What follows belongs to an exercise in optimizing a design on an open flow for small area and a short achievable clock period; a production flow would make more cautious choices. At most, simulation tests tie the RTL to the original design; equivalence was not proved.

==> module M216A_TopModule, before the edit <==
module M216A_TopModule(
    input  wire       clk_i,
    input  wire       rst_i,
    input  wire [4:0] width_i,
    input  wire [4:0] height_i,
    output wire [7:0] index_x_o,
    output wire [7:0] index_y_o,
    output wire [3:0] strike_o
);
    wire [4:0] h = height_i;
    reg s10, s4, s3, s9, s13, s8, s78, s5, s6, s7, valid;
    reg ab0, ab1, ab2;    
    always @(posedge clk_i) begin
        valid <= |h[4:2];
        ab0 <= h == 5'd5 || h == 5'd10;
        ab1 <= h == 5'd6 || h == 5'd11 || h == 5'd12;
        ab2 <= h == 5'd4 || h == 5'd9 || h == 5'd12;
        s10 <= h == 5'd4;
        s4  <= h == 5'd6 || h == 5'd7;
        s3  <= h == 5'd8 || h == 5'd9;
        s9  <= h == 5'd11 || h == 5'd12;
        s13 <= h >= 5'd13;
        s8  <= h == 5'd4 || h == 5'd5;
        s78 <= h == 5'd7 || h == 5'd8;
        s5  <= h == 5'd9 || h == 5'd10;
        s6  <= h == 5'd5 || h == 5'd6;
        s7  <= h == 5'd10 || h == 5'd11;
    end
    wire [4:0] w = width_i;
    reg       started;
    reg [1:0] p;
    always @(posedge clk_i) begin
        if (rst_i) begin
            started <= 1'b0;
            p <= 2'd0;
        end else begin
            if (valid) started <= 1'b1;
            if (valid | started) p <= p + 2'd1;
        end
    end
    wire clr = ~started;
    reg  [52:1] RH, RT;
    wire [3:0] T1  = RT[4:1],   T2  = RT[8:5],   T3  = RT[12:9],  T4  = RT[16:13];
    wire [3:0] T5  = RT[20:17], T6  = RT[24:21], T7  = RT[28:25], T8  = RT[32:29];
    wire [3:0] T9  = RT[36:33], T10 = RT[40:37], T11 = RT[44:41], T12 = RT[48:45];
    wire [3:0] T13 = RT[52:49];
    wire [3:0] A0 = {4{s10}} & T10 | {4{s4}} & T4 | {4{s3}} & T3 | {4{s9}} & T9
                  | {4{s13}} & T13 | {4{ab0}};
    wire [3:0] A1 = {4{s8}} & T8 | {4{s78}} & T1 | {4{s5}} & T5 | {4{s13}} & T12
                  | {4{ab1}};
    wire [3:0] A2 = {4{s6}} & T6 | {4{s78}} & T2 | {4{s7}} & T7 | {4{s13}} & T11
                  | {4{ab2}};
    wire p01 = ~(s78 & s3);
    wire p02 = ~(s78 & s3 | s4 & s6 | s9 & s7);
    function cmp4;
        input [3:0] a, b;
        input c;
        integer i;
        reg r;
        begin
            r = c;
            for (i = 0; i < 4; i = i + 1)
                r = (~a[i] & b[i]) | (~a[i] & r) | (b[i] & r);
            cmp4 = r;
        end
    endfunction
    wire [3:0] klo = 4'd0 - w[3:0];
    wire [3:0] kn  = p[0] ? 4'd7 : klo;
    reg le01, le02, le12, f0, f1, f2;
    always @(posedge clk_i) begin
        le01 <= cmp4(A0, A1, p[0] ? le01 : p01);
        le02 <= cmp4(A0, A2, p[0] ? le02 : p02);
        le12 <= cmp4(A1, A2, ~p[0] | le12);
        f0   <= cmp4(A0, kn, ~p[0] | f0);
        f1   <= cmp4(A1, kn, ~p[0] | f1);
        f2   <= cmp4(A2, kn, ~p[0] | f2);
    end
    wire win0 = le01 & le02;
    wire win1 = ~le01 & le12;
    wire win2 = ~win0 & ~win1;
    wire fit = win0 & f0 | win1 & f1 | win2 & f2;
    reg wr0, wr1, wr2;
    always @(posedge clk_i) begin
        wr0 <= win0;
        wr1 <= win1;
        wr2 <= win2;
    end
    wire sel0 = p[0] ? wr0 : win0;    
    wire sel1 = p[0] ? wr1 : win1;
    wire sel2 = p[0] ? wr2 : win2;
    wire [3:0] Tsel = {4{sel0}} & A0 | {4{sel1}} & A1 | {4{sel2}} & A2;
    wire [3:0] cid = {4{win0 & s10}} & 4'd10 | {4{win0 & s4}} & 4'd4 | {4{win0 & s3}} & 4'd3
                   | {4{win0 & s9}} & 4'd9 | {4{win0 & s13}} & 4'd13
                   | {4{win1 & s8}} & 4'd8 | {4{win1 & s78}} & 4'd1 | {4{win1 & s5}} & 4'd5
                   | {4{win1 & s13}} & 4'd12
                   | {4{win2 & s6}} & 4'd6 | {4{win2 & s78}} & 4'd2 | {4{win2 & s7}} & 4'd7
                   | {4{win2 & s13}} & 4'd11;
    reg [4:0] wr;    
    reg [6:0] xq;
    reg inc;
    always @(posedge clk_i) begin
        wr <= width_i;
        if (p == 2'd2) xq[3:0] <= Tsel;
        if (p == 2'd3) xq[6:4] <= Tsel[2:0];
    end
    wire [4:0] lsum = xq[3:0] + wr[3:0];
    always @(posedge clk_i) inc <= lsum[4] | wr[4];
    wire [3:0] hsum = {1'b0, xq[6:4]} + {3'b0, inc};
    wire [3:0] sum = p[0] ? lsum[3:0] : hsum;    
    reg [3:0] code;
    always @(posedge clk_i) begin
        if (rst_i)
            code <= 4'd0;
        else if (p == 2'd2)
            code <= ~valid ? 4'd0 : (fit ? cid : 4'd15);
    end
    wire wph = p[0] ~^ p[1];    
    wire [3:0] wdat = sum & {4{~clr}};
    reg  [13:1] wen;
    integer s;
    always @(*) begin
        for (s = 1; s <= 13; s = s + 1)
            wen[s] = clr | (wph & (code == s));
    end
    always @(posedge clk_i) begin
        for (s = 1; s <= 13; s = s + 1) begin
            RH[4*s -: 4] <= RT[4*s -: 4];
            RT[4*s -: 4] <= wen[s] ? wdat : RH[4*s -: 4];
        end
    end
    reg [7:0] ytab;
    always @(*) begin
        case (code)
            4'd1:  ytab = 8'd0;
            4'd2:  ytab = 8'd8;
            4'd3:  ytab = 8'd16;
            4'd4:  ytab = 8'd25;
            4'd5:  ytab = 8'd32;
            4'd6:  ytab = 8'd42;
            4'd7:  ytab = 8'd48;
            4'd8:  ytab = 8'd59;
            4'd9:  ytab = 8'd64;
            4'd10: ytab = 8'd76;
            4'd11: ytab = 8'd80;
            4'd12: ytab = 8'd96;
            4'd13: ytab = 8'd112;
            default: ytab = 8'd128;
        endcase
    end
    reg ld, strike;
    always @(posedge clk_i) begin
        ld     <= ~rst_i & (p == 2'd1) & (code != 4'd0);
        strike <= code == 4'd15;
    end
    reg [6:0] xo, yo;
    reg       xy7;
    reg [3:0] so;
    always @(posedge clk_i) begin
        if (rst_i) begin
            xo  <= 7'd0;
            yo  <= 7'd0;
            xy7 <= 1'b0;
            so  <= 4'd0;
        end else if (ld) begin
            xo  <= strike ? 7'd0 : xq;
            yo  <= ytab[6:0];
            xy7 <= strike;
            if (strike) so <= so + 4'd1;
        end
    end
    assign index_x_o = {xy7, xo};
    assign index_y_o = {xy7, yo};
    assign strike_o  = so;
endmodule
==> flow/config.mk <==
export PLATFORM = sky130hd
export DESIGN_NAME = M216A_TopModule
export DESIGN_NICKNAME = M216A_TopModule
export VERILOG_FILES = /design/flow/design.v
export SDC_FILE = /design/flow/constraint.sdc
export NUM_CORES = 4
export LEC_CHECK = 0
export CAP_MARGIN = 20
export CORE_MARGIN = 2
export CORE_UTILIZATION = 40
export CTS_BUF_LIST = sky130_fd_sc_hd__clkbuf_4 sky130_fd_sc_hd__clkbuf_8
export GPL_TIMING_DRIVEN = 0
export SETUP_SLACK_MARGIN = 2.2
export SLEW_MARGIN = 20
export TNS_END_PERCENT = 5
==> flow/constraint.sdc <==
create_clock -name core_clock -period 4.0 [get_ports {clk_i}]
set_input_delay 0.8000 -clock core_clock [delete_from_list [all_inputs] [get_ports {clk_i}]]
set_output_delay 0.8000 -clock core_clock [all_outputs]
set_load 0.01 [all_outputs]
standard.sh (not shown) runs the stock make flow with config.mk's settings and CLKGATE_MAP_FILE= SYNTH_SCRIPT=/design/flow/synth_recipe.tcl, a recipe that flattens the netlist after the stock synthesis.
==> flow/flow/run.sh <==
#!/bin/bash
# Standard layout with two changes: the port buffers are buf_2 cells, and
# synthesis maps the logic with flow/abc.script instead of ORFS's
# abc_speed.script (same synthesis otherwise, so the registers are the
# standard synthesis's).  Each step's output goes to its own log here.
set -e
rm -rf scripts_abc
cp -r "$FLOW_HOME/scripts" scripts_abc
cp flow/abc.script scripts_abc/abc_speed.script
export BUFFER_PORTS_ARGS="-buffer_cell sky130_fd_sc_hd__buf_1"
bash standard.sh SCRIPTS_DIR="$PWD/scripts_abc" CTS_ARGS='-sink_clustering_enable -repair_clock_nets -dont_use_dummy_load -buf_list {sky130_fd_sc_hd__clkbuf_4 sky130_fd_sc_hd__clkbuf_8}' finish > standard.log 2>&1
==> flow/flow/abc.script <==
strash
&get -n
&fraig -x
&put
scorr
dc2
dretime
strash
&get -n
&dch -f
&nf
&put
Change:
--- a/flow/design.v
+++ b/flow/design.v
@@ -88,14 +88,14 @@
     wire sel0 = p[0] ? wr0 : win0;    
     wire sel1 = p[0] ? wr1 : win1;
     wire sel2 = p[0] ? wr2 : win2;
     wire [3:0] Tsel = {4{sel0}} & A0 | {4{sel1}} & A1 | {4{sel2}} & A2;
-    wire [3:0] cid = {4{win0 & s10}} & 4'd10 | {4{win0 & s4}} & 4'd4 | {4{win0 & s3}} & 4'd3
-                   | {4{win0 & s9}} & 4'd9 | {4{win0 & s13}} & 4'd13
-                   | {4{win1 & s8}} & 4'd8 | {4{win1 & s78}} & 4'd1 | {4{win1 & s5}} & 4'd5
+    wire [3:0] cid = {4{win0 & s10}} & 4'd9 | {4{win0 & s4}} & 4'd3 | {4{win0 & s3}} & 4'd2
+                   | {4{win0 & s9}} & 4'd8 | {4{win0 & s13}} & 4'd14
+                   | {4{win1 & s8}} & 4'd7 | {4{win1 & s78}} & 4'd0 | {4{win1 & s5}} & 4'd4
                    | {4{win1 & s13}} & 4'd12
-                   | {4{win2 & s6}} & 4'd6 | {4{win2 & s78}} & 4'd2 | {4{win2 & s7}} & 4'd7
-                   | {4{win2 & s13}} & 4'd11;
+                   | {4{win2 & s6}} & 4'd5 | {4{win2 & s78}} & 4'd1 | {4{win2 & s7}} & 4'd6
+                   | {4{win2 & s13}} & 4'd10;
     reg [4:0] wr;    
     reg [6:0] xq;
     reg inc;
     always @(posedge clk_i) begin
@@ -106,52 +106,40 @@
     wire [4:0] lsum = xq[3:0] + wr[3:0];
     always @(posedge clk_i) inc <= lsum[4] | wr[4];
     wire [3:0] hsum = {1'b0, xq[6:4]} + {3'b0, inc};
     wire [3:0] sum = p[0] ? lsum[3:0] : hsum;    
+    localparam NONE = 4'd15, STRIKE = 4'd13;
     reg [3:0] code;
     always @(posedge clk_i) begin
         if (rst_i)
-            code <= 4'd0;
+            code <= NONE;
         else if (p == 2'd2)
-            code <= ~valid ? 4'd0 : (fit ? cid : 4'd15);
+            code <= ~valid ? NONE : (fit ? cid : STRIKE);
     end
     wire wph = p[0] ~^ p[1];    
+    function [3:0] sc;    
+        input integer s;
+        sc = s <= 11 ? s - 1 : (s == 12 ? 4'd12 : 4'd14);
+    endfunction
     wire [3:0] wdat = sum & {4{~clr}};
     reg  [13:1] wen;
     integer s;
     always @(*) begin
         for (s = 1; s <= 13; s = s + 1)
-            wen[s] = clr | (wph & (code == s));
+            wen[s] = clr | (wph & (code == sc(s)));
     end
     always @(posedge clk_i) begin
         for (s = 1; s <= 13; s = s + 1) begin
             RH[4*s -: 4] <= RT[4*s -: 4];
             RT[4*s -: 4] <= wen[s] ? wdat : RH[4*s -: 4];
         end
     end
-    reg [7:0] ytab;
-    always @(*) begin
-        case (code)
-            4'd1:  ytab = 8'd0;
-            4'd2:  ytab = 8'd8;
-            4'd3:  ytab = 8'd16;
-            4'd4:  ytab = 8'd25;
-            4'd5:  ytab = 8'd32;
-            4'd6:  ytab = 8'd42;
-            4'd7:  ytab = 8'd48;
-            4'd8:  ytab = 8'd59;
-            4'd9:  ytab = 8'd64;
-            4'd10: ytab = 8'd76;
-            4'd11: ytab = 8'd80;
-            4'd12: ytab = 8'd96;
-            4'd13: ytab = 8'd112;
-            default: ytab = 8'd128;
-        endcase
-    end
+    wire [6:0] ytab = {code, code == 4'd9, code == 4'd5 || code == 4'd7,
+                       code == 4'd3 || code == 4'd7};
     reg ld, strike;
     always @(posedge clk_i) begin
-        ld     <= ~rst_i & (p == 2'd1) & (code != 4'd0);
-        strike <= code == 4'd15;
+        ld     <= ~rst_i & (p == 2'd1) & (code != NONE);
+        strike <= code == STRIKE;
     end
     reg [6:0] xo, yo;
     reg       xy7;
     reg [3:0] so;
@@ -162,9 +150,9 @@
             xy7 <= 1'b0;
             so  <= 4'd0;
         end else if (ld) begin
             xo  <= strike ? 7'd0 : xq;
-            yo  <= ytab[6:0];
+            yo  <= strike ? 7'd0 : ytab;
             xy7 <= strike;
             if (strike) so <= so + 4'd1;
         end
     end
=> Cell count shrinks by 7.2%. Clock skew hardly moves. First-iteration DRC count came out lower by 4.3%. Core utilization rises by 1.2 points. Worst hold slack got worse by 0.0073 ns. Setup slack got worse by 0.033 ns.
Function not checked in the second run of this note: the RTL went through the layout flow alone.

==> afterwards: timing with drivers on the ports <==
Ports are ideal in the flow. The routed layouts listed here were re-timed in OpenROAD. Step 1 (the two cells are an assumption about what drives the block):
set clk [get_ports {clk_i}]
set_driving_cell -lib_cell sky130_fd_sc_hd__clkbuf_16 $clk
set_driving_cell -lib_cell sky130_fd_sc_hd__buf_2 [delete_from_list [all_inputs] $clk]
Step 2, shift: input delay + t, output delay - t, t = (earliest + latest rising clock arrival at the registers) / 2. This alone moves slack from input paths to output paths. Three values: no drivers, after step 1, after step 2; two values: the first two.
| run | shift t [ns] | setup slack, ns | worst hold slack (ns) | worst setup path after step 2 | worst data-port slew with drivers (ns) |
|---|---|---|---|---|---|
| the first run | 0.492 | 2.132 / 2.122 / 1.690 | 0.353 / 0.353 / 0.353 | input to register | 0.04 |
| the second run | 0.480 | 2.099 / 2.099 / 1.619 | 0.345 / 0.345 / 0.345 | input to register | 0.06 |
After both steps every run listed still meets setup and hold. For the second run, which loses most, drivers alone change the setup slack by 0.000 ns; drivers and shift together by -0.480 ns.
